Context: an optimization exercise on an open-source flow, tuned for small area and a short achievable clock period. The choices shown serve that exercise and are no tape-out recipe. Where RTL was checked, it was by simulation tests only, not by an equivalence proof against the original. No activity file was given, so power comes from the tool's default toggle rates.

Design router, start of the top module:
module router #(
    parameter AXIS_DATA_WIDTH = 40,
    parameter ID_WIDTH = 4,
    parameter CHANNEL_NUMBER = 5,
    parameter BUFFER_LENGTH = 8,
    parameter MAX_ROUTERS_X = 4,
    parameter MAX_ROUTERS_X_WIDTH
    = $clog2(MAX_ROUTERS_X),
    parameter MAX_ROUTERS_Y = 4,
    parameter MAX_ROUTERS_Y_WIDTH
    = $clog2(MAX_ROUTERS_Y),
    parameter ROUTER_X = 1,
    parameter ROUTER_Y = 2,
    parameter STRB_WIDTH = AXIS_DATA_WIDTH/8
)(
    input  clk_i, rst_n_i,
    input  logic [CHANNEL_NUMBER*AXIS_DATA_WIDTH-1:0] in_tdata_i,
    input  logic [CHANNEL_NUMBER*STRB_WIDTH-1:0]      in_tstrb_i,
    input  logic [CHANNEL_NUMBER*STRB_WIDTH-1:0]      in_tkeep_i,
    input  logic [CHANNEL_NUMBER-1:0]                 in_tlast_i,
    input  logic [CHANNEL_NUMBER*ID_WIDTH-1:0]        in_tid_i,
    input  logic [CHANNEL_NUMBER-1:0]                 in_tvalid_i,
    output logic [CHANNEL_NUMBER-1:0]                 in_tready_o,
    output logic [CHANNEL_NUMBER*AXIS_DATA_WIDTH-1:0] out_tdata_o,
    output logic [CHANNEL_NUMBER*STRB_WIDTH-1:0]      out_tstrb_o,
    output logic [CHANNEL_NUMBER*STRB_WIDTH-1:0]      out_tkeep_o,
    output logic [CHANNEL_NUMBER-1:0]                 out_tlast_o,
    output logic [CHANNEL_NUMBER*ID_WIDTH-1:0]        out_tid_o,
    output logic [CHANNEL_NUMBER-1:0]                 out_tvalid_o,
    input  logic [CHANNEL_NUMBER-1:0]                 out_tready_i
);
==> flow/config.mk <==
export PLATFORM = sky130hd
export DESIGN_NAME = router
export DESIGN_NICKNAME = router
export VERILOG_FILES = /design/flow/design.v
export SDC_FILE = /design/flow/constraint.sdc
export NUM_CORES = 4
export LEC_CHECK = 0
export CAP_MARGIN = 20
export CORE_MARGIN = 2
export CORE_UTILIZATION = 45
export PLACE_DENSITY = 0.6
export SLEW_MARGIN = 20
==> flow/constraint.sdc <==
create_clock -name core_clock -period 7.5 [get_ports {clk_i}]
set_input_delay 1.5000 -clock core_clock [delete_from_list [all_inputs] [get_ports {clk_i}]]
set_output_delay 1.5000 -clock core_clock [all_outputs]
set_load 0.01 [all_outputs]
run.sh (not shown) runs the stock make flow with config.mk's settings and CLKGATE_MAP_FILE= SYNTH_SCRIPT=/design/flow/synth_recipe.tcl, a recipe that flattens the netlist after the stock synthesis.
Edit:
Settings changed: ABC_CLOCK_PERIOD_IN_PS from default to 3000, SETUP_SLACK_MARGIN from default to 4.5.
=> The new run produced a clean layout. Die area does not change. Setup slack improves by 1600 ps. Cell count increases by roughly a tenth. Clock power grows by roughly a tenth.
No functional check of the RTL was part of any run of this note.

* * *

Another version of the RTL of router (not shown whole).
Size: about 6000 cells after synthesis, about 2500 flip-flops, roughly 570 I/O pins.
clock: 7.5 ns
lec_check: 0
abc_clock_period_in_ps: 3000
cap_margin: 20
core_margin: 2
core_utilization: 60
cts_buf_list: sky130_fd_sc_hd__clkbuf_8 sky130_fd_sc_hd__clkbuf_16
cts_cluster_diameter: 70
cts_cluster_size: 25
gpl_routability_driven: 0
place_density: 0.7
setup_slack_margin: 4.3
slew_margin: 20
standard.sh (not shown) runs the stock make flow with config.mk's settings and CLKGATE_MAP_FILE= SYNTH_SCRIPT=/design/flow/synth_recipe.tcl, a recipe that flattens the netlist after the stock synthesis.
==> flow/flow/run.sh <==
#!/bin/bash
# The standard layout, with plain buffers (rather than the delay cells
# buffer_ports picks by itself) as the port buffers.
set -uo pipefail
export BUFFER_PORTS_ARGS="-buffer_cell sky130_fd_sc_hd__buf_2"
bash standard.sh > standard.log 2>&1
Next try:
Settings changed: GPL_ROUTABILITY_DRIVEN 0 to not set, SETUP_SLACK_MARGIN 4.3 to 4.15.
After rerunning: Flip-flop and latch count stays the same. Area after synthesis does not change. Total power fell by 3.2%. Global-route usage rises by 0.85 points. Die area is unchanged. Fmax came out lower by 1.6%. Final area falls by 1.8%. Via count drops by 0.87%. Non-clock buffer count fell by 107. Hold slack is about the same.
Next try:
Settings changed: CORE_UTILIZATION 60 to 55, PLACE_DENSITY 0.7 to 0.65, SETUP_SLACK_MARGIN 4.15 to 4.3.
The new run produced a clean layout.
Synthesized area stays the same.
Utilization shrinks by 4.6 points.
Via count is about the same.
Critical path depth grows by 2.
Routed wire length grows by about 3%.
Total power grows by 5.6%.
Clock power grows by about 5%.
Next try:
Settings changed: CORE_UTILIZATION 55 to 60, CTS_BUF_LIST sky130_fd_sc_hd__clkbuf_8 sky130_fd_sc_hd__clkbuf_16 to not set, CTS_CLUSTER_DIAMETER 70 to 50, CTS_CLUSTER_SIZE 25 to 20, PLACE_DENSITY 0.65 to 0.7.
Combinational power came out higher by about 2.7%.
Global-route usage rose by 2.0 points.
Non-clock buffer count grows by 19.
Synthesized cell count stays the same.
Next try:
Settings changed: CTS_BUF_LIST set to sky130_fd_sc_hd__clkbuf_8 sky130_fd_sc_hd__clkbuf_16, CTS_CLUSTER_DIAMETER 50 to 70, CTS_CLUSTER_SIZE 20 to 25.
The changed run finished clean.
Count of clock-buffer cells in the layout is lower by 86.
Total power shrinks by 4.5%.
Combinational power rose by 3.3%.
Sequential cell count is unchanged.
Register-to-register slack is better by 0.04 ns.
Wire length came out lower by 0.53%.
Critical path depth increases by 1.
Next try:
Settings changed: CTS_BUF_LIST sky130_fd_sc_hd__clkbuf_8 sky130_fd_sc_hd__clkbuf_16 to not set, CTS_CLUSTER_DIAMETER 70 to not set, CTS_CLUSTER_SIZE 25 to not set.
The changed run went through all stages and came out clean; global-route usage went up by 0.36 points; design area went up by 2.8%; clock skew is about the same; combinational power went down by 4.7%; setup slack improves by 0.074 ns; sequential power is about the same.

* * *

Setup of old:
Another version of the RTL of router (not shown whole).
For scale: roughly 570 I/O pins.
clock: 7.5 ns
lec_check: 0
abc_clock_period_in_ps: 3000
cap_margin: 20
core_margin: 2
core_utilization: 60
cts_buf_list: sky130_fd_sc_hd__clkbuf_8 sky130_fd_sc_hd__clkbuf_16
cts_cluster_diameter: 70
cts_cluster_size: 25
place_density: 0.7
setup_slack_margin: 4.3
slew_margin: 20
Scripts as last shown in full above: flow/flow/run.sh
[inputs] new vs old
Settings: SETUP_SLACK_MARGIN now 4.5, was 4.3.
-- flow/flow/run.sh --
<<< old, line 4
set -uo pipefail
export BUFFER_PORTS_ARGS="-buffer_cell sky130_fd_sc_hd__buf_2"
bash standard.sh > standard.log 2>&1
>>> new, line 4
set -uo pipefail
export BUFFER_PORTS_ARGS="-buffer_cell sky130_fd_sc_hd__buf_1"
bash standard.sh > standard.log 2>&1
## What came out
Changes observed in new relative to old: number of clock buffers in the layout grew by 1.4%; logic depth of the worst setup path including buffers grew by 1; final cell count grew by 67. [compare] base=old new=new: placed wire-length estimate after detailed placement now sits lower, all-layer global routing usage now sits at about the same level, wire length of the first global-routing pass now sits higher, floorplan core area now sits at about the same level, worst setup slack now sits lower. new ends up with higher via count than old does.
No run of this note included a check of the RTL's function; only the layout flow was run.

## separate check: timing with driven ports
The results above use ideal ports. As a check the final layouts listed here were re-extracted and re-timed, cells and wires unchanged.
Step 1, drivers: a clkbuf_16 drives clk_i and a buf_2 each remaining input, both assumed.
Step 2 also shifts input and output timing later by t, the mid clock arrival at the registers, as if the neighbouring blocks saw the same clock.
a / b / c = ideal / step 1 / step 2; a / b = the first two.
run	t, ns	slack for setup (ns)	worst register clock-pin slew, ns	pins driven straight from the clock port
the first run of note 1	0.964	2.118 / 2.049 / 1.085	0.07 / 0.07	1
the second run of note 1	1.007	3.759 / 3.661 / 2.654	0.07 / 0.07	1
the first run of note 2	0.876	4.136 / 4.136 / 3.319	0.10 / 0.10	1
the second run of note 2	0.901	4.082 / 4.082 / 3.258	0.10 / 0.10	1
the third run of note 2	0.927	4.088 / 4.147 / 3.220	0.10 / 0.10	1
the fourth run of note 2	0.935	4.193 / 4.193 / 3.330	0.09 / 0.09	1
the fifth run of note 2	0.879	4.144 / 4.189 / 3.311	0.10 / 0.10	1
the sixth run of note 2	0.948	4.219 / 4.216 / 3.322	0.07 / 0.07	1
old	0.877	4.101 / 4.120 / 3.243	0.11 / 0.11	1
new	0.901	4.046 / 4.104 / 3.203	0.11 / 0.11	1
After both steps every run listed still meets setup and hold. For the second run of note 1, which loses most, drivers alone change the setup slack by -0.098 ns; drivers and shift together by -1.105 ns.
